Context: an optimization exercise on an open-source flow, tuned for small area and a short achievable clock period. The choices shown serve that exercise and are no tape-out recipe.
Function was checked by simulation only, so behaviour that the tests miss may differ from the original.
Power figures rest on the tool's default switching activity, not on a simulated workload.

==> design.v <==
package alu_opcodes_pkg;
localparam ALU_OP_WIDTH = 5;
localparam ALU_ADD  = 5'b00000;
localparam ALU_SUB  = 5'b01000;
localparam ALU_XOR  = 5'b00100;
localparam ALU_OR   = 5'b00110;
localparam ALU_AND  = 5'b00111;
localparam ALU_SRA  = 5'b01101;
localparam ALU_SRL  = 5'b00101;
localparam ALU_SLL  = 5'b00001;
localparam ALU_LTS  = 5'b11100;
localparam ALU_LTU  = 5'b11110;
localparam ALU_GES  = 5'b11101;
localparam ALU_GEU  = 5'b11111;
localparam ALU_EQ   = 5'b11000;
localparam ALU_NE   = 5'b11001;
localparam ALU_SLTS = 5'b00010;
localparam ALU_SLTU = 5'b00011;
endpackage
package csr_pkg;
  localparam CSR_RW          = 3'b001;
  localparam CSR_RS          = 3'b010;
  localparam CSR_RC          = 3'b011;
  localparam CSR_RWI         = 3'b101;
  localparam CSR_RSI         = 3'b110;
  localparam CSR_RCI         = 3'b111;
  localparam MIE_ADDR        = 12'h304;
  localparam MTVEC_ADDR      = 12'h305;
  localparam MSCRATCH_ADDR   = 12'h340;
  localparam MEPC_ADDR       = 12'h341;
  localparam MCAUSE_ADDR     = 12'h342;
endpackage
package decoder_pkg;
  localparam LOAD_OPCODE     = 5'b00_000;
  localparam MISC_MEM_OPCODE = 5'b00_011;
  localparam OP_IMM_OPCODE   = 5'b00_100;
  localparam AUIPC_OPCODE    = 5'b00_101;
  localparam STORE_OPCODE    = 5'b01_000;
  localparam OP_OPCODE       = 5'b01_100;
  localparam LUI_OPCODE      = 5'b01_101;
  localparam BRANCH_OPCODE   = 5'b11_000;
  localparam JALR_OPCODE     = 5'b11_001;
  localparam JAL_OPCODE      = 5'b11_011;
  localparam SYSTEM_OPCODE   = 5'b11_100;
  localparam LDST_B          = 3'b000;
  localparam LDST_H          = 3'b001;
  localparam LDST_W          = 3'b010;
  localparam LDST_BU         = 3'b100;
  localparam LDST_HU         = 3'b101;
  localparam OP_A_RS1        = 2'b00;
  localparam OP_A_CURR_PC    = 2'b01;
  localparam OP_A_ZERO       = 2'b10;
  localparam OP_B_RS2        = 3'b000;
  localparam OP_B_IMM_I      = 3'b001;
  localparam OP_B_IMM_U      = 3'b010;
  localparam OP_B_IMM_S      = 3'b011;
  localparam OP_B_INCR       = 3'b100;
  localparam WB_EX_RESULT    = 2'd0;
  localparam WB_LSU_DATA     = 2'd1;
  localparam WB_CSR_DATA     = 2'd2;
endpackage
module rf_riscv(
  input  logic        clk_i,
  input  logic        write_enable_i,
  input  logic [4:0] write_addr_i,
  input  logic [4:0] read_addr1_i,
  input  logic [4:0] read_addr2_i,
  input  logic [31:0] write_data_i,
  output logic [31:0] read_data1_o,
  output logic [31:0] read_data2_o
);
logic [31:1][31:0] rf_q;
genvar i, b;
generate
  for (i = 1; i < 32; i++) begin : g_reg
    always_ff @(posedge clk_i)
      if (write_enable_i && write_addr_i == i) rf_q[i] <= write_data_i;
  end
endgenerate
logic [31:0] sel1_n, sel2_n;
rf_dec dec1 (.a_i(read_addr1_i), .sel_n_o(sel1_n));
rf_dec dec2 (.a_i(read_addr2_i), .sel_n_o(sel2_n));
generate
  for (b = 0; b < 32; b++) begin : g_bit
    logic [31:1] col;
    for (i = 1; i < 32; i++) begin : g_col
      assign col[i] = rf_q[i][b];
    end
    rf_mux m1 (.d_i(col), .sel_n_i(sel1_n), .y_o(read_data1_o[b]));
    rf_mux m2 (.d_i(col), .sel_n_i(sel2_n), .y_o(read_data2_o[b]));
  end
endgenerate
endmodule
module rf_dec(
  input  logic [4:0]  a_i,
  output logic [31:0] sel_n_o
);
assign sel_n_o = ~(32'b1 << a_i);
endmodule
module rf_mux(
  input  logic [31:1] d_i,
  input  logic [31:0] sel_n_i,
  output logic        y_o
);
logic [15:0] g_n;
rf_grp  grp (.d_i(d_i), .sel_n_i(sel_n_i), .g_n_o(g_n));
rf_and16 red (.g_n_i(g_n), .y_o(y_o));
endmodule
module rf_grp(
  input  logic [31:1] d_i,
  input  logic [31:0] sel_n_i,
  output logic [15:0] g_n_o
);
logic [31:0] t;
assign t = {d_i, 1'b0} | sel_n_i;
always_comb
  for (int k = 0; k < 16; k++) g_n_o[k] = ~(t[2*k] & t[2*k+1]);
endmodule
module rf_and16(
  input  logic [15:0] g_n_i,
  output logic        y_o
);
assign y_o = ~(|g_n_i);
endmodule
module riscv_core (
  input  logic        clk_i,
  input  logic        rst_i,
  input  logic [31:0] instr_i,
  input  logic [15:0] irq_req_i,
  output logic [31:0] instr_addr_o,
  output logic        mem_req_o,
  output logic        mem_we_o,
  output logic [ 3:0] mem_be_o,
  output logic [31:0] mem_addr_o,
  output logic [31:0] mem_wd_o,
  input  logic [31:0] mem_rd_i,
  input  logic        mem_ready_i,
  output logic [15:0] irq_ret_o
);
logic [31:0] PC;
logic ill_instr;
logic mret;
logic gpr_we;
logic csr_we;
logic [2:0] csr_op;
logic jal;
logic jalr;
logic branch;
logic mem_req;
logic mem_we;
logic JALR;
logic JAL;
logic NOP;
logic UI;
logic uiPC;
logic BRANCH;
logic [1:0] SYSTEM;
logic LOAD;
logic STORE;
logic RR;
logic RI;
logic shift_i;
always_comb
case (instr_i[6:2])
decoder_pkg::LOAD_OPCODE:
    begin
             LOAD = ((&instr_i[14:13])|(&instr_i[13:12]))? 1'b0 : 1'b1; JALR = 1'b0;  RR = 1'b0; RI = 1'b0;
             NOP = 1'b0; BRANCH = 1'b0; SYSTEM = 2'b0;  STORE  = 1'b0;   UI = 1'b0; uiPC = 1'b0; JAL = 1'b0; shift_i = 1'b0;  
    end
decoder_pkg::STORE_OPCODE:    
            begin
            STORE = (instr_i[14]|&instr_i[13:12])? 1'b0: 1'b1; JALR = 1'b0; JAL = 1'b0; shift_i = 1'b0; NOP = 1'b0; BRANCH = 1'b0; 
            SYSTEM = 2'b0; LOAD = 1'b0; RR = 1'b0; RI = 1'b0; UI = 1'b0; uiPC = 1'b0;
            end
decoder_pkg::MISC_MEM_OPCODE:  
       begin
            NOP = (|instr_i[14:12])? 1'b0: 1'b1 ; JALR = 1'b0; JAL = 1'b0; shift_i = 1'b0; BRANCH = 1'b0; SYSTEM = 2'b0;
            LOAD = 1'b0; STORE  = 1'b0;  RR = 1'b0; RI = 1'b0; UI = 1'b0; uiPC = 1'b0;
       end
decoder_pkg::OP_IMM_OPCODE:
    case (instr_i[14:12])
        3'b001: 
            case (instr_i[31:25])
                   7'b0: begin   shift_i = 1'b0; RI=1'b1; JALR = 1'b0; JAL = 1'b0; NOP = 1'b0; BRANCH = 1'b0;
                    SYSTEM = 2'b0; LOAD = 1'b0; STORE  = 1'b0;  RR = 1'b0; UI = 1'b0; uiPC = 1'b0;
                   end  
                   default: begin
                        JALR = 1'b0; JAL = 1'b0; shift_i = 1'b0; NOP = 1'b0; BRANCH = 1'b0; SYSTEM = 2'b0; 
                        LOAD = 1'b0; STORE  = 1'b0;  RR = 1'b0; RI = 1'b0; UI = 1'b0; uiPC = 1'b0;
                   end
            endcase
        3'b101:
            case (instr_i[31:25])
                   7'b0, 7'b0100000: begin shift_i = 1'b1; RI = 1'b1;
                   JALR = 1'b0; JAL = 1'b0; NOP = 1'b0; BRANCH = 1'b0; SYSTEM = 2'b0; LOAD = 1'b0; STORE  = 1'b0;  RR = 1'b0; UI = 1'b0; uiPC = 1'b0;
                   end        
                   default: begin
                        JALR = 1'b0; JAL = 1'b0; shift_i = 1'b0; NOP = 1'b0; BRANCH = 1'b0; SYSTEM = 2'b0; 
                        LOAD = 1'b0; STORE  = 1'b0;  RR = 1'b0; RI = 1'b0; UI = 1'b0; uiPC = 1'b0;
                   end
            endcase
        default: begin shift_i = 1'b0; RI = 1'b1;
        JALR = 1'b0; JAL = 1'b0; NOP = 1'b0; BRANCH = 1'b0; SYSTEM = 2'b0; LOAD = 1'b0; STORE  = 1'b0;  RR = 1'b0; UI = 1'b0; uiPC = 1'b0;
        end
    endcase
decoder_pkg::AUIPC_OPCODE: 
    begin
    uiPC = 1'b1; JALR = 1'b0; JAL = 1'b0; shift_i = 1'b0; NOP = 1'b0; BRANCH = 1'b0;
    SYSTEM = 2'b0; LOAD = 1'b0; STORE  = 1'b0;  RR = 1'b0; RI = 1'b0; UI = 1'b0; 
    end
decoder_pkg::OP_OPCODE:
    case (instr_i[31:25])
        7'b0: begin RR = 1'b1;
        JALR = 1'b0; JAL = 1'b0; shift_i = 1'b0; NOP = 1'b0; BRANCH = 1'b0; 
        SYSTEM = 2'b0; LOAD = 1'b0; STORE  = 1'b0; RI = 1'b0; UI = 1'b0; uiPC = 1'b0;
        end       
        7'b0100000: 
        case(instr_i[14:12])
            3'b000, 3'b101: begin RR = 1'b1; 
            JALR = 1'b0; JAL = 1'b0; shift_i = 1'b0; NOP = 1'b0; BRANCH = 1'b0; 
            SYSTEM = 2'b0; LOAD = 1'b0; STORE  = 1'b0; RI = 1'b0; UI = 1'b0; uiPC = 1'b0;
            end  
            default: 
                   begin
                        JALR = 1'b0; JAL = 1'b0; shift_i = 1'b0; NOP = 1'b0; BRANCH = 1'b0; SYSTEM = 2'b0; 
                        LOAD = 1'b0; STORE  = 1'b0;  RR = 1'b0; RI = 1'b0; UI = 1'b0; uiPC = 1'b0;
                   end
        endcase
    default:       begin
                        JALR = 1'b0; JAL = 1'b0; shift_i = 1'b0; NOP = 1'b0; BRANCH = 1'b0; SYSTEM = 2'b0; 
                        LOAD = 1'b0; STORE  = 1'b0;  RR = 1'b0; RI = 1'b0; UI = 1'b0; uiPC = 1'b0;
                   end
    endcase
decoder_pkg::LUI_OPCODE:    begin  
    UI = 1'b1; JALR = 1'b0; JAL = 1'b0; shift_i = 1'b0; NOP = 1'b0; BRANCH = 1'b0;
    SYSTEM = 2'b0; LOAD = 1'b0; STORE  = 1'b0;  RR = 1'b0; RI = 1'b0; uiPC = 1'b0;
    end 
decoder_pkg::BRANCH_OPCODE: 
    begin
        BRANCH = (~instr_i[14]&instr_i[13])? 1'b0: 1'b1;  shift_i = 1'b0; NOP = 1'b0; SYSTEM = 2'b0;
        LOAD = 1'b0; STORE  = 1'b0;  RR = 1'b0; RI = 1'b0; UI = 1'b0; uiPC = 1'b0; JALR = 1'b0; JAL = 1'b0;
    end
decoder_pkg::JALR_OPCODE:
 begin
        JALR = (|instr_i[14:12])?1'b0 : 1'b1; JAL = 1'b0; shift_i = 1'b0; NOP = 1'b0; BRANCH = 1'b0; SYSTEM = 2'b0;
        LOAD = 1'b0; STORE  = 1'b0;  RR = 1'b0; RI = 1'b0; UI = 1'b0; uiPC = 1'b0;
 end
decoder_pkg::JAL_OPCODE:    
    begin
    JAL = 1'b1; JALR = 1'b0; shift_i = 1'b0; NOP = 1'b0; BRANCH = 1'b0; SYSTEM = 2'b0;
    LOAD = 1'b0; STORE  = 1'b0;  RR = 1'b0; RI = 1'b0; UI = 1'b0; uiPC = 1'b0;
    end
decoder_pkg::SYSTEM_OPCODE: 
    case (instr_i[14:12])
        3'b100: 
                begin
                     JALR = 1'b0; JAL = 1'b0; shift_i = 1'b0; NOP = 1'b0; BRANCH = 1'b0; SYSTEM = 2'b0;
                     LOAD = 1'b0; STORE  = 1'b0;  RR = 1'b0; RI = 1'b0; UI = 1'b0; uiPC = 1'b0; 
                end
        3'b000: 
        case(instr_i[31:7])
            25'b10000000000000, 25'b0: 
            begin
                 JALR = 1'b0; JAL = 1'b0; shift_i = 1'b1; NOP = 1'b0; BRANCH = 1'b0; SYSTEM = 2'b01;
                 LOAD = 1'b0; STORE  = 1'b0;  RR = 1'b0; RI = 1'b0; UI = 1'b0; uiPC = 1'b0; 
            end
            25'b0011000000100000000000000: 
            begin
                 JALR = 1'b0; JAL = 1'b0; shift_i = 1'b0; NOP = 1'b0; BRANCH = 1'b0; SYSTEM = 2'b10;
                 LOAD = 1'b0; STORE  = 1'b0;  RR = 1'b0; RI = 1'b0; UI = 1'b0; uiPC = 1'b0;
            end 
            default: 
            begin 
                 JALR = 1'b0; JAL = 1'b0; shift_i = 1'b0; NOP = 1'b0; BRANCH = 1'b0; SYSTEM = 2'b0;
                  LOAD = 1'b0; STORE  = 1'b0;  RR = 1'b0; RI = 1'b0; UI = 1'b0; uiPC = 1'b0;
             end
        endcase
        default:
        begin
            SYSTEM = 2'b11; JALR = 1'b0; JAL = 1'b0; shift_i = 1'b0; NOP = 1'b0; BRANCH = 1'b0;
            LOAD = 1'b0; STORE  = 1'b0;  RR = 1'b0; RI = 1'b0; UI = 1'b0; uiPC = 1'b0;
        end
    endcase
default: 
    begin 
        JALR = 1'b0; JAL = 1'b0; shift_i = 1'b0; NOP = 1'b0; BRANCH = 1'b0; SYSTEM = 2'b0;
        LOAD = 1'b0; STORE  = 1'b0;  RR = 1'b0; RI = 1'b0; UI = 1'b0; uiPC = 1'b0; 
    end
endcase
assign ill_instr = ~(JALR|JAL|NOP|BRANCH|SYSTEM[1]|LOAD|STORE|RR|RI|UI|uiPC)|(~(&instr_i[1:0]))|(SYSTEM[0]&shift_i);
assign mret   = SYSTEM[1]&(~SYSTEM[0]);
assign gpr_we   = ((!ill_instr)&((&SYSTEM) |JAL|JALR|LOAD|RI|RR|UI|uiPC))? 1'b1: 1'b0;
assign csr_we   = (&SYSTEM) &(!ill_instr)? 1'b1 : 1'b0;
assign csr_op   = (&SYSTEM)&(!ill_instr)? instr_i[14:12] : 3'b0;
assign jal      = JAL &(!ill_instr)? 1'b1 : 1'b0 ;
assign jalr     = JALR &(!ill_instr)? 1'b1 : 1'b0;
assign branch   = BRANCH &(!ill_instr)? 1'b1 : 1'b0;
assign mem_req  = (LOAD|STORE)&(!ill_instr)? 1'b1 : 1'b0;
assign mem_we   = STORE&(!ill_instr)? 1'b1 : 1'b0;
logic [2:0] f3;
assign f3 = instr_i[14:12];
logic op6, op5, op4, op3, op2;
assign {op6, op5, op4, op3, op2} = instr_i[6:2];
logic store_fmt;
assign store_fmt = ~op6 & op5 & ~op4;
logic [31:0] imm_I;
logic [31:0] imm_U;
logic [31:0] imm_B;
logic [31:0] imm_J;
logic [31:0] imm_LS;
logic [31:0] imm_PC;
assign imm_I  = { {20{instr_i[31]}}, instr_i[31:20]};
assign imm_U  = {instr_i[31:12], 12'h000};
assign imm_B  = { {20{instr_i[31]}}, instr_i[7], instr_i[30:25], instr_i[11:8], 1'b0};
assign imm_J  = { {12{instr_i[31]}}, instr_i[19:12], instr_i[20], instr_i[30:21], 1'b0};
assign imm_LS = { {21{instr_i[31]}}, instr_i[30:25], store_fmt ? instr_i[11:7] : instr_i[24:20]};
assign imm_PC = op3 ? imm_J : (op4 ? imm_U : imm_B);
logic [31:0] rd_1;
logic [31:0] rd_2;
logic [31:0] wb_data;
logic        we_r;
rf_riscv register_file (.clk_i(clk_i),
                        .write_enable_i(we_r),
                        .write_addr_i(instr_i[11:7]),
                        .read_addr1_i(instr_i[19:15]),
                        .read_addr2_i(instr_i[24:20]),
                        .write_data_i(wb_data),
                        .read_data1_o(rd_1),
                        .read_data2_o(rd_2));
logic [31:0] alu_b;
logic        alu_sub;
logic        alu_flag;
logic [31:0] alu_result;
assign alu_b   = (op5 & ~op2 & (op4 | op6)) ? rd_2 : imm_I;
assign alu_sub = (op6 & ~op4 & ~op2) |
                 (~op6 & op4 & ~op2 & ((f3[2:1] == 2'b01) | ((f3 == 3'b000) & op5 & instr_i[30])));
logic [32:0] alu_sum;
assign alu_sum = {1'b0, rd_1} + {1'b0, alu_b ^ {32{alu_sub}}} + {32'b0, alu_sub};
logic ltu, lts, eq;
assign ltu = ~alu_sum[32];
assign lts = (rd_1[31] ^ alu_b[31]) ? rd_1[31] : alu_sum[31];
assign eq  = (rd_1 == alu_b);
logic        sh_left;
logic [31:0] sh_in, sh_out, sh_rev;
logic [32:0] sh_ext;
assign sh_left = ~f3[2];
always_comb
  for (int k = 0; k < 32; k++) sh_in[k] = sh_left ? rd_1[31-k] : rd_1[k];
assign sh_ext = $signed({instr_i[30] & rd_1[31] & ~sh_left, sh_in}) >>> alu_b[4:0];
assign sh_out = sh_ext[31:0];
always_comb
  for (int k = 0; k < 32; k++) sh_rev[k] = sh_out[31-k];
always_comb
  case (f3)
    3'b000:  alu_result = alu_sum[31:0];
    3'b001:  alu_result = sh_rev;
    3'b010:  alu_result = {31'b0, lts};
    3'b011:  alu_result = {31'b0, ltu};
    3'b100:  alu_result = rd_1 ^ alu_b;
    3'b101:  alu_result = sh_out;
    3'b110:  alu_result = rd_1 | alu_b;
    default: alu_result = rd_1 & alu_b;
  endcase
always_comb
  case (f3)
    3'b000:  alu_flag = eq;
    3'b001:  alu_flag = ~eq;
    3'b100:  alu_flag = lts;
    3'b101:  alu_flag = ~lts;
    3'b110:  alu_flag = ltu;
    3'b111:  alu_flag = ~ltu;
    default: alu_flag = 1'b0;
  endcase
logic        irq;
logic        trap;
logic        exc_set;
logic        exc_h;
logic        irq_h;
logic        irq_ready;
logic [15:0] masked_irq;
logic [15:0] cause;
logic        irq_ret_v;      
logic [3:0]  irq_ret_idx;    
logic [3:0]  cause_idx;
logic [31:0] mie;
assign exc_set    = ill_instr | exc_h;
assign irq_ready  = ~(irq_h | exc_set);
assign masked_irq = irq_req_i & mie[15:0];
always_comb begin
  cause = 16'b0;
  for (int k = 15; k >= 0; k--)
    if (masked_irq[k]) cause = 16'b1 << k;
  cause = cause & {16{irq_ready}};
end
assign irq  = |cause;
assign trap = ill_instr | irq;
always_ff @(posedge clk_i)
  exc_h <= exc_set & ~mret & ~rst_i;
always_ff @(posedge clk_i)
  irq_h <= (irq_h | irq) & ~(mret & ~exc_set) & ~rst_i;
always_comb begin
  cause_idx = 4'd0;
  for (int k = 0; k < 16; k++)
    if (cause[k]) cause_idx = cause_idx | 4'(k);
end
always_ff @(posedge clk_i)
  if (rst_i)    irq_ret_v <= 1'b0;
  else if (irq) irq_ret_v <= 1'b1;
always_ff @(posedge clk_i)
  if (irq) irq_ret_idx <= cause_idx;
assign irq_ret_o = (mret & ~exc_set & irq_ret_v) ? (16'b1 << irq_ret_idx) : 16'b0;
logic [31:0] mtvec;
logic [31:0] mscratch;
logic [31:0] mepc;
logic [31:0] mcause;
logic [31:0] csr_rd;
logic [31:0] csr_src;
logic [31:0] csr_wd;
logic [31:0] trap_cause;
logic        sel_mie, sel_mtvec, sel_mscratch, sel_mepc, sel_mcause;
logic [11:0] csr_addr;
assign csr_addr     = instr_i[31:20];
assign sel_mie      = csr_addr == csr_pkg::MIE_ADDR;
assign sel_mtvec    = csr_addr == csr_pkg::MTVEC_ADDR;
assign sel_mscratch = csr_addr == csr_pkg::MSCRATCH_ADDR;
assign sel_mepc     = csr_addr == csr_pkg::MEPC_ADDR;
assign sel_mcause   = ~(sel_mie | sel_mtvec | sel_mscratch | sel_mepc);
assign csr_rd = ({32{sel_mie}}      & mie)      |
                ({32{sel_mtvec}}    & mtvec)    |
                ({32{sel_mscratch}} & mscratch) |
                ({32{sel_mepc}}     & mepc)     |
                ({32{sel_mcause}}   & mcause);
assign csr_src = csr_op[2] ? {27'b0, instr_i[19:15]} : rd_1;
always_comb
  case (csr_op[1:0])
    2'b01:   csr_wd = csr_src;
    2'b10:   csr_wd = csr_src | csr_rd;
    default: csr_wd = ~csr_src & csr_rd;
  endcase
assign trap_cause = ill_instr ? 32'h0000_0002 : {12'h800, cause, 4'h0};
always_ff @(posedge clk_i) begin
  if (rst_i) mie      <= 32'b0; else if (csr_we & sel_mie)      mie      <= csr_wd;
  if (rst_i) mtvec    <= 32'b0; else if (csr_we & sel_mtvec)    mtvec    <= csr_wd;
  if (rst_i) mscratch <= 32'b0; else if (csr_we & sel_mscratch) mscratch <= csr_wd;
  if (rst_i) mepc     <= 32'b0; else if (trap) mepc   <= PC;         else if (csr_we & sel_mepc)   mepc   <= csr_wd;
  if (rst_i) mcause   <= 32'b0; else if (trap) mcause <= trap_cause; else if (csr_we & sel_mcause) mcause <= csr_wd;
end
logic [31:0] next_PC;
logic [31:0] PC_4;
logic [31:0] PC_target;
logic [31:0] agu;
logic        stall;
logic        stall_reg;
logic        jump_flag;
riscv_agu agu_unit (.rs1_i(rd_1), .imm_i(imm_LS[11:0]), .sum_o(agu));
assign PC_target = PC + imm_PC;
assign PC_4      = {PC[31:2] + 30'd1, PC[1:0]};
assign jump_flag = jal | (alu_flag & branch);
assign next_PC = mret ? mepc :
                 trap ? mtvec :
                 jalr ? {agu[31:1], 1'b0} :
                 jump_flag ? PC_target : PC_4;
always_ff @(posedge clk_i)
  if (rst_i) PC <= 32'b0;
  else if (~stall | trap) PC <= next_PC;
assign instr_addr_o = PC;
assign we_r = gpr_we & ~(stall | trap);
logic [31:0] load_data;
always_comb
  if (op6)       wb_data = op4 ? csr_rd : PC_4;             
  else if (~op4) wb_data = load_data;                       
  else if (op2)  wb_data = op5 ? imm_U : PC_target;         
  else           wb_data = alu_result;                      
assign mem_req_o  = mem_req & ~trap;
assign mem_we_o   = mem_we & ~trap;
assign mem_addr_o = agu;
assign stall = ~(mem_ready_i & stall_reg) & mem_req_o;
always_ff @(posedge clk_i)
  stall_reg <= ~rst_i & stall;
always_comb
  case (f3)
    decoder_pkg::LDST_B: mem_be_o = 4'b0001 << agu[1:0];
    decoder_pkg::LDST_H: mem_be_o = agu[1] ? 4'b1100 : 4'b0011;
    default:             mem_be_o = 4'b1111;
  endcase
always_comb
  case (f3)
    decoder_pkg::LDST_B: mem_wd_o = {4{rd_2[7:0]}};
    decoder_pkg::LDST_H: mem_wd_o = {2{rd_2[15:0]}};
    default:             mem_wd_o = rd_2;
  endcase
logic [7:0]  ld_byte;
logic [15:0] ld_half;
assign ld_byte = mem_rd_i[8*agu[1:0] +: 8];
assign ld_half = agu[1] ? mem_rd_i[31:16] : mem_rd_i[15:0];
always_comb
  case (f3)
    decoder_pkg::LDST_B:  load_data = {{24{ld_byte[7]}}, ld_byte};
    decoder_pkg::LDST_BU: load_data = {24'b0, ld_byte};
    decoder_pkg::LDST_H:  load_data = {{16{ld_half[15]}}, ld_half};
    decoder_pkg::LDST_HU: load_data = {16'b0, ld_half};
    default:              load_data = mem_rd_i;
  endcase
endmodule
module riscv_agu (
  input  logic [31:0] rs1_i,
  input  logic [11:0] imm_i,
  output logic [31:0] sum_o
);
logic [12:0] lo;
logic [19:0] hi_inc, hi_dec;
assign lo     = {1'b0, rs1_i[11:0]} + {1'b0, imm_i};
always_comb
  for (int k = 0; k < 20; k++) begin
    hi_inc[k] = rs1_i[12+k] ^ (&(rs1_i[12 +: 20] | ~(20'hfffff >> (20 - k))));
    hi_dec[k] = rs1_i[12+k] ^ ~(|(rs1_i[12 +: 20] & (20'hfffff >> (20 - k))));
  end
assign sum_o  = {(imm_i[11] == lo[12]) ? rs1_i[31:12] :
                 (lo[12] ? hi_inc : hi_dec), lo[11:0]};
endmodule
module riscv_cpu (
  input  logic        clk_i,
  input  logic        rst_i,
  output logic [31:0] instr_addr_o,
  input  logic [31:0] instr_i,
  output logic        mem_req_o,
  output logic        mem_we_o,
  output logic [ 3:0] mem_be_o,
  output logic [31:0] mem_addr_o,
  output logic [31:0] mem_wd_o,
  input  logic [31:0] mem_rd_i,
  input  logic        mem_ready_i,
  input  logic [15:0] irq_req_i,
  output logic [15:0] irq_ret_o
);
riscv_core core (
  .clk_i        (clk_i),
  .rst_i        (rst_i),
  .instr_i      (instr_i),
  .irq_req_i    (irq_req_i),
  .instr_addr_o (instr_addr_o),
  .mem_req_o    (mem_req_o),
  .mem_we_o     (mem_we_o),
  .mem_be_o     (mem_be_o),
  .mem_addr_o   (mem_addr_o),
  .mem_wd_o     (mem_wd_o),
  .mem_rd_i     (mem_rd_i),
  .mem_ready_i  (mem_ready_i),
  .irq_ret_o    (irq_ret_o)
);
endmodule
==> flow/run.sh <==
#!/bin/bash
# The standard layout (standard.sh), with changes only to how the layout
# is optimised; the clock period, SDC and all constraints are unchanged:
#  * repair_timing aims for extra setup slack, so the flow works on the real
#    critical paths instead of stopping once the 26 ns period is met;
#  * port buffers are plain buffers rather than clock-delay cells.
# If the routed layout is left with an antenna violation, the layout is made
# once more with a slightly different placement density.
set -o pipefail
export SETUP_SLACK_MARGIN=11.5
export BUFFER_PORTS_ARGS="-buffer_cell sky130_fd_sc_hd__buf_2"

bash standard.sh > standard.log 2>&1
status=$?

ant=orfs/reports/sky130hd/riscv_cpu/base/drt_antennas.log
if [[ $status -ne 0 || ! -f out/final.def ]] || grep -q VIOLATED "$ant" 2>/dev/null; then
  echo "first layout unusable (status $status); retrying" > retry.log
  mv orfs orfs_try1
  mv standard.log standard_try1.log
  rm -f out/final.def
  sed -E 's/PLACE_DENSITY=0.6 /PLACE_DENSITY=0.62 /' standard.sh > standard_retry.sh
  bash standard_retry.sh > standard.log 2>&1
fi
==> standard.sh <==
#!/bin/bash
# synth_recipe.tcl (not shown) runs the flow's synth.tcl, then flattens the netlist and writes it again
# the make line also repeats each setting of config.mk as NAME=value (left out here)
make -C /OpenROAD-flow-scripts/flow DESIGN_CONFIG=/design/flow/config.mk WORK_HOME=/design/flow/orfs CLKGATE_MAP_FILE= SYNTH_SCRIPT=/design/flow/synth_recipe.tcl "${@:-finish}"
==> config.mk <==
export PLATFORM = sky130hd
export DESIGN_NAME = riscv_cpu
export DESIGN_NICKNAME = riscv_cpu
export VERILOG_FILES = /design/flow/design.v
export SDC_FILE = /design/flow/constraint.sdc
export NUM_CORES = 4
export LEC_CHECK = 0
export CAP_MARGIN = 20
export CORE_MARGIN = 2
export CORE_UTILIZATION = 40
export CTS_BUF_LIST = sky130_fd_sc_hd__clkbuf_8
export CTS_CLUSTER_DIAMETER = 50
export CTS_CLUSTER_SIZE = 14
export PLACE_DENSITY = 0.6
export SLEW_MARGIN = 20
export SYNTH_HIERARCHICAL = 1
==> constraint.sdc <==
create_clock -name core_clock -period 26.0 [get_ports {clk_i}]
set_input_delay 5.2000 -clock core_clock [delete_from_list [all_inputs] [get_ports {clk_i}]]
set_output_delay 5.2000 -clock core_clock [all_outputs]
set_load 0.01 [all_outputs]
==> out/summary.txt, run 1 <==
Gpl congestion: 1.05
Endpoints failing setup: 0
DRC: 0
Power per cell area: 61.3 mW/mm2
Leading cell types by count after synthesis: 996 x edfxtp_1, 990 x o22ai_1, 515 x nor2_1
Fmax: 68.3 MHz
Setup crit start: instr_i[20]
Proportion of netlist area held by the largest area contributor: 47.9%
Area grow syn2layout: 16.3%
Post-layout util: 46.7%
WP data required: 20,800 ps
Critical path's top delay family: simple AND/OR/NAND/NOR gates
Crit. End Element: primary output
Yosys warning count: 10
Worst R2R Setup Slack: 17,520 ps
Mapped Cells: 5,728
Crit share post-route: 56.3%
Yosys cell types: 95
Post-Synth XOR/XNOR Area: 1.99%
Critical-path cell list: buf_4, buf_6, and3b_1, nand2_1, buf_4, o22ai_1, nor4_1, and4_1, mux2i_1, a21oi_1, buf_2
GR Overflow Total: 0
Final Hold Vio Count: 0
Clock transition at the registers of the reported paths: 90 ps
Hold WC Path Type: reg2reg
Starting Density: 40.1%
Clk_skew: 126 ps
Worst-Margin Slew: 1330 ps
Largest cells by area after synthesis: edfxtp_1 48%, o22ai_1 9.9%, dfxtp_1 6.3%
CTS tree: done
Seq/Total Area, Yosys: 54.2%
First-pass GRT wire length: 423,000 um
Mux cell area share after synthesis: 4.43%
Most used DFF post-synth: edfxtp_1
Layout cells sized above 1: 17.6%
Min Tclk post-route: 14,640 ps
Post-Synth Simple-Gate Area: 12.2%
Switching Fraction: 33.5%
Worst VDD drop: 0.0000435 V
Outcome: finished clean
Largest net degree at the start of global routing: 67
Hold WS: 470 ps
Worst path slowest cell: nor4_1
Nets: 6,320
Startpoint type of the worst setup path: input port
Synth area leader: edfxtp_1
Adder-Cell Fraction of Synth Area: 2.90%
Largest family of logic cells by synthesized area: compound AO/OA/AOI/OAI gates
Synthesized area per cell: 10.9 um2
Pre-Repair DR Iteration Count: 7
Post-route insts no fill: 8,255
Full die area: 0.159 mm2
Synth Register Bits: 1,192
# rows: 145
Syn_nets: 5,954
Synth Cell Area: 0.0625 mm2
Final TNS setup: 0 ps
CTS H-Tree Depth: 3
Clock latency on the worst-skew pair: 960 ps
Clock Power Share: 29.2%
Number of cells on the critical path: 11
Die Height: 399 um
DR vias: 59,500
Most flops, register: core.register_file.rf_q
NetSw: 1490 uW
Die span in x: 399 um
IO Pins: 201
Final Max Slew Viols: 0
P_int: 2970 uW
Drt first-iter violations: 10,400
PnR Total Power: 4460 uW
EDFF count, synth: 996
Crit path top cell by count: buf_4
Critical path buffer and inverter count: 4
Crit path max fanout: 49
Slew margin rel.: 10.7%
LEAKAGE: 0.0247 uW
R2r startpoint: core.register_file.rf_q[673]
Drt via density: 7.20
Initial antenna violation count: 38
Comb pwr share: 23.5%
ANT nets after route: 0
Min-delay src: core.irq_ret_v
Largest register FFs: 992
Hold path depth: 2
Routed WL per cell: 38.0 um
Cts bufs inserted: 121
Hpwl dp: 203,000 um
Top-count cell post-synth: edfxtp_1
RSZ-0062 raised after global routing: true
CP max stage delay: 890 ps
Post-Route WL: 314,000 um
# clock sinks: 1,192
Vias in the first global route: 53,500
Number of port buffers: 200
Post-synth ARST share: 0%
Sequential share of power: 47.3%
Critical path class: in2out
CTS Root Cell: clkbuf_8
Core area: 0.156 mm2
Total track usage: 37.5%
Max-Cap Viols: 0
CP arrival: 9440 ps
Post-Place Cells: 7,968
Compound-cell area share of the yosys netlist: 21.9%
CTS Buffer Depth: 3
Worst R2R Path Depth: 21
## repair_timing
| item | CTS | global route |
|---|---|---|
| pin swaps | 11 | 32 |
| endpoints found under the setup margin | 39 | 31 |
| buffers inserted | 2 | 37 |
| hold endpoints to repair | 0 | 0 |
| cloned | 2 | 18 |
| gates resized for setup | 183 | 117 |
| hold buffers | 0 | 0 |
## logic make-up after synthesis
family / count (synthesis)
compound gates: 2129
simple gates: 1522
flops: 1192
buf+inv: 377
mux: 223
fa+ha+maj: 143
xor+xnor: 142
## layout make-up
cell class                      count  area [um2]
Tap cell                         2058        2570
Fill cell                       14300       83000
Clock inverter                     82         916
Clock buffer                      121        1670
Sequential cell                  1192       33800
Multi-Input combinational cell   4160       29000
Inverter                          105         394
Antenna cell                       23        57.6
Timing Repair Buffer              514        4210
## per-module statistics from Yosys, one instance, submodules excluded, a selection
| module | copies in the design | flip-flops and latches | cells inside | cell area (um2) |
|---|---|---|---|---|
| riscv_agu | 1 | 0 | 151 | 1090 |
| rf_grp | 64 | 0 | 16 | 98.8 |
| riscv_core | 1 | 200 | 3098 | 22400 |
| rf_and16 | 64 | 0 | 5 | 33.8 |
| rf_riscv | 1 | 992 | 1041 | 30000 |
| rf_dec | 2 | 0 | 47 | 236 |
## worst reg2reg max path: cells and delay by family, from the launching register on
kind / cells / cell delay [ps]
flip-flops: 1 / 370
XOR/XNOR: 1 / 540
AND/OR/NAND/NOR: 5 / 1590
adder cells (fa/ha/maj): 1 / 320
multiplexers: 2 / 600
buffers and inverters: 5 / 2340
AO/OA/AOI/OAI: 7 / 2360
## power groups by stage
stage	clock network (uW)	logic (uW)	registers (uW)
2_1_floorplan	0	492	2150
3_3_place_gp	0	937	2150
3_5_place_dp	0	944	2150
4_1_cts	1310	962	2110
5_1_grt	1380	1060	2110
6_report	1300	1050	2110
## per-layer routing
layer	vias to the layer above	global-route usage (%)	part of all wire [%]
met4	22	28.1	9.6
li1	24100	-	-
met5	-	0	0.045
met1	28900	47.0	35
met3	1209	12.5	14
met2	5231	53.5	41
## final timing paths
path / end
setup / recovery: mem_wd_o[24]
hold / removal: core.irq_ret_v
setup reg to reg: core.register_file.rf_q[477]
hold reg to reg: core.irq_ret_v
## through the flow
stage | area [um2] | setup WS [ps]
finish | 72700 | 11360
global route | 72600 | 11450
CTS | 71200 | 11500
detailed placement | 67700 | 9970
global placement | 67600 | 10020
floorplan | 62500 | 12000
## layout by cell type, fill, tap and decap left out, drive strengths merged, types with 12 or more instances in the layout
master      n
diode      23
a21o       50
mux2       65
a31oi      60
a22oi      16
inv       129
o21a       15
and3       39
and2       22
nor3       76
mux2i     122
nand2     301
nor2b      31
xor2       38
nor4      279
o22ai     990
o21bai     12
buf       494
a21oi     285
o221ai     25
dfxtp     196
nand4      30
ha        140
o211ai     48
clkbuf    139
a211oi    222
nand2b     28
edfxtp    996
mux4       36
nor2      517
clkinv     34
and4       71
xnor2     104
a221oi     61
o21ai     241
nand3      69
clkinvlp   14
==> run 2, diff against run 1 <==
--- a/flow/run.sh
+++ b/flow/run.sh
@@ -19,6 +19,6 @@
   mv orfs orfs_try1
   mv standard.log standard_try1.log
   rm -f out/final.def
-  sed -E 's/PLACE_DENSITY=0.6 /PLACE_DENSITY=0.62 /' standard.sh > standard_retry.sh
+  sed -E 's/PLACE_DENSITY=0.65 /PLACE_DENSITY=0.67 /' standard.sh > standard_retry.sh
   bash standard_retry.sh > standard.log 2>&1
 fi
--- a/config.mk
+++ b/config.mk
@@ -7,10 +7,10 @@
 export LEC_CHECK = 0
 export CAP_MARGIN = 20
 export CORE_MARGIN = 2
-export CORE_UTILIZATION = 40
+export CORE_UTILIZATION = 47
 export CTS_BUF_LIST = sky130_fd_sc_hd__clkbuf_8
 export CTS_CLUSTER_DIAMETER = 50
 export CTS_CLUSTER_SIZE = 14
-export PLACE_DENSITY = 0.6
+export PLACE_DENSITY = 0.65
 export SLEW_MARGIN = 20
 export SYNTH_HIERARCHICAL = 1
==> run 2 against run 1 <==
Net effect:
- the layout now fails its checks (max-capacitance violations)
- critical path depth unchanged
- clock power increased by 5%
- synthesized cell count unchanged
- clock-buffer cell count increased by 14
- clock skew decreased by 31 ps
- register-to-register slack got worse by 120 ps
- sequential power about the same
- synthesized area unchanged
- critical path type unchanged
- critical endpoint is now mem_wd_o[31]
- highest routed layer unchanged
==> out/summary.txt, run 2 <==
Post-route insts no fill: 7,994 (was 8,255)
Hold Buf Count CTS: 0 (unchanged)
Initial antenna violation count: 50 (was 38)
Routed WL per cell: 40.4 um (was 38.0 um)
Drt via density: 7.57 (was 7.20)
R2r startpoint: core.register_file.rf_q[418] (was core.register_file.rf_q[673])
Most frequent cells in the layout: 996 x edfxtp_1, 989 x o22ai_1, 485 x nor2_1 (was 996 x edfxtp_1, 986 x o22ai_1, 485 x nor2_1)
CTS tree: done (unchanged)
Proportion of netlist area held by the largest area contributor: 47.9% (unchanged)
Drt first-iter violations: 10,900 (was 10,400)
LEAKAGE: 0.0247 uW (about the same)
Pre-Repair DR Iteration Count: 8 (was 7)
CTS H-Tree Depth: 4 (was 3)
Adder-Cell Fraction of Synth Area: 2.90% (unchanged)
Die span in x: 369 um (was 399 um)
Fmax: 67.5 MHz (was 68.3 MHz)
Setup WS post-layout: 11,180 ps (was 11,360 ps)
CP max stage delay: 1180 ps (was 890 ps)
Layout cells sized above 1: 17.3% (was 17.6%)
Synth Cell Area: 0.0625 mm2 (unchanged)
Layout check faults: max-capacitance violations
Hold endpoint: core.irq_ret_v (unchanged)
RSZ-0062 raised after global routing: false (was true)
Crit share post-route: 57.0% (was 56.3%)
Power per cell area: 62.8 mW/mm2 (was 61.3 mW/mm2)
Starting Density: 47.4% (was 40.1%)
Full die area: 0.136 mm2 (was 0.159 mm2)
EDFF count, synth: 996 (unchanged)
CP arrival: 9620 ps (was 9440 ps)
FILL cells: 11,400 (was 14,300)
WP data required: 20,800 ps (about the same)
Clk_skew: 94.8 ps (was 126 ps)
Worst R2R Path Depth: 19 (was 21)
Outcome: finished with violations (was finished clean)
Clock transition at the registers of the reported paths: 80 ps (was 90 ps)
Largest net degree at the start of global routing: 83 (was 67)
Crit path max fanout: 32 (was 49)
Core area: 0.132 mm2 (was 0.156 mm2)
Final Hold Vio Count: 0 (unchanged)
Vias in the first global route: 54,300 (was 53,500)
Slew margin rel.: 2.00% (was 10.7%)
Place WS: 10,320 ps (was 9970 ps)
Leading cell types by count after synthesis: 996 x edfxtp_1, 990 x o22ai_1, 515 x nor2_1 (unchanged)
Gpl congestion: 1.09 (was 1.05)
Hold path depth: 2 (unchanged)
Die Height: 369 um (was 399 um)
Seq/Total Area, Yosys: 54.2% (unchanged)
Min-delay src: core.irq_ret_v (unchanged)
CTS Buffer Depth: 3 (unchanged)
CTS Root Cell: clkbuf_8 (unchanged)
Max-Cap Viols: 1 (was 0)
Clock latency on the worst-skew pair: 970 ps (was 960 ps)
DR vias: 60,500 (was 59,500)
Cts bufs inserted: 131 (was 121)
Most used DFF post-synth: edfxtp_1 (unchanged)
Number of port buffers: 200 (unchanged)
Top-count cell post-synth: edfxtp_1 (unchanged)
Crit. End Element: primary output (unchanged)
Compound-cell area share of the yosys netlist: 21.9% (unchanged)
Final Max Slew Viols: 0 (unchanged)
Post-synth ARST share: 0% (unchanged)
Total track usage: 45.8% (was 37.5%)
Final TNS setup: 0 ps (unchanged)
Post-layout util: 54.9% (was 46.7%)
# clock sinks: 1,192 (unchanged)
Worst-Margin Slew: 1460 ps (was 1330 ps)
Worst VDD drop: 0.0000586 V (was 0.0000435 V)
Yosys cell types: 95 (unchanged)
Startpoint type of the worst setup path: input port (unchanged)
Mapped Cells: 5,728 (unchanged)
Synthesized area per cell: 10.9 um2 (unchanged)
Hold WC Path Type: reg2reg (unchanged)
Largest cells by area after synthesis: edfxtp_1 48%, o22ai_1 9.9%, dfxtp_1 6.3% (unchanged)
Critical path class: in2out (unchanged)
Post-Place Cells: 7,699 (was 7,968)
Sequential Area: 0.0338 mm2 (unchanged)
Post-Route WL: 323,000 um (was 314,000 um)
Post-Synth Simple-Gate Area: 12.2% (unchanged)
Largest register FFs: 992 (unchanged)
Synth Register Bits: 1,192 (unchanged)
Worst path slowest cell: nor4_1 (unchanged)
Post-Synth XOR/XNOR Area: 1.99% (unchanged)
Multi-input gate area: 0.0288 mm2 (was 0.0290 mm2)
First-pass GRT wire length: 437,000 um (was 423,000 um)
Critical-path cell list: buf_2, nor2b_1, nand2_1, buf_4, o22ai_1, nor4_1, and4_1, buf_4, mux2i_1, a21oi_1, buf_2 (was buf_4, buf_6, and3b_1, nand2_1, buf_4, o22ai_1, nor4_1, and4_1, mux2i_1, a21oi_1, buf_2)
Capturing point of the worst reg2reg path: core.register_file.rf_q[957] (was core.register_file.rf_q[477])
Min Tclk post-route: 14,820 ps (was 14,640 ps)
ANT nets after route: 0 (unchanged)
Largest family of logic cells by synthesized area: compound AO/OA/AOI/OAI gates (unchanged)
DRC: 0 (unchanged)
Endpoints failing setup: 0 (unchanged)
Area grow syn2layout: 15.7% (was 16.3%)
Most flops, register: core.register_file.rf_q (unchanged)
# rows: 133 (was 145)
Synth area leader: edfxtp_1 (unchanged)
GR Overflow Total: 0 (unchanged)
Mux cell area share after synthesis: 4.43% (unchanged)
Yosys warning count: 10 (unchanged)
IO Pins: 201 (unchanged)
Commonest non-fill, non-tap cell in the layout: edfxtp_1 (unchanged)
Hpwl dp: 217,000 um (was 203,000 um)
Worst R2R Setup Slack: 17,400 ps (was 17,520 ps)
Syn_nets: 5,954 (unchanged)
Nets: 6,341 (was 6,320)
run 2: cell counts after synthesis:
No cell type changed its count.
run 2: layout make-up:
class	count	area share, %
multi-input cells	4159	39.9
well taps	1755	3.04
inverters	105	0.546
clock inverters	83	1.23
diodes	39	0.135
flip-flops and latches	1192	46.8
repair buffers	526	5.74
clock buffers	135	2.57
run 2: per-module statistics from Yosys (local to each module, per instance), excerpt:
module / copies in the design / flops+latches / cell area, um2 / cells inside
rf_grp: 64 / 0 / 98.8 / 16
rf_and16: 64 / 0 / 33.8 / 5
riscv_agu: 1 / 0 / 1090 / 151
riscv_core: 1 / 200 / 22400 / 3098
rf_riscv: 1 / 992 / 30000 / 1041
rf_dec: 2 / 0 / 236 / 47
run 2: worst max-delay path by stage:
stage	from	to	slack [ps]
detailed placement	instr_i[16]	mem_addr_o[25]	10320
finish	instr_i[22]	mem_wd_o[31]	11180
CTS	instr_i[16]	mem_addr_o[19]	11470
global placement	instr_i[16]	mem_addr_o[11]	10340
floorplan	instr_i[19]	mem_addr_o[25]	12000
global route	instr_i[18]	mem_addr_o[28]	11480
run 2: report_power, final:
group          leakage (uW)  switching [uW]  internal (uW)  total, uW
Clock               0.00140             755            618       1370
Sequential           0.0105            1.82           2110       2110
Combinational        0.0128             757            298       1050
run 2: cells by family after synthesis:
group	after synthesis
AO/OA/AOI/OAI	2129
multiplexers	223
adder cells (fa/ha/maj)	143
buffers and inverters	377
AND/OR/NAND/NOR	1522
XOR/XNOR	142
flip-flops	1192
run 2: routing by layer:
layer,global-route usage [%],wire length [um],vias to the layer above
met2,64.1,131000,5604
met4,23.4,21400,34
met3,19.4,52800,1122
li1,-,-,24100
met1,60.2,118000,29600
met5,0.0356,390,-
run 2: timing repair:
action	4_1_cts	5_1_grt
endpoints found under the setup margin	34	24
pin swaps	14	20
cloned	7	4
buffers inserted	12	14
gates resized for setup	184	58
run 2: critical path, delay by kind of cell:
family	cells	cell delay, ps
compound gates	2	610
simple gates	4	2120
buf+inv	4	1550
mux	1	100
run 2: stage by stage:
stage	cell area (um2)	hold slack [ps]	power, uW
finish	72200	479	4530
global route	72100	513	4610
CTS	71500	481	4450
detailed placement	67600	463	3110
global placement	67500	451	3110
floorplan	62500	432	2640

## port drivers added, routing unchanged
The flow's constraints put no driver on any port. The routed layouts listed below were extracted and timed again, unchanged, in two steps. Step 1 (the two cells are an assumption about what drives the block):
set clk [get_ports {clk_i}]
set_driving_cell -lib_cell sky130_fd_sc_hd__clkbuf_16 $clk
set_driving_cell -lib_cell sky130_fd_sc_hd__buf_2 [delete_from_list [all_inputs] $clk]
Step 2 times the ports against the registers' clock, not the clock port: input delays grow and output delays shrink by t, the midpoint of the rising clock arrivals with the driver on. Slacks: ideal ports / drivers / drivers and shift; pairs: ideal ports / drivers.
| run | t (ns) | setup WS [ns] | hold slack, ns | worst setup path at the end | worst register clock-pin slew, ns |
|---|---|---|---|---|---|
| run 1 | 0.984 | 11.360 / 11.283 / 10.993 | 0.470 / 0.470 / 0.470 | input to register | 0.10 / 0.10 |
| run 2 | 1.011 | 11.176 / 11.155 / 10.896 | 0.479 / 0.479 / 0.479 | input to register | 0.10 / 0.10 |
The setup slack of run 1, which loses most, moves by -0.077 ns with the drivers and by -0.367 ns with both steps.
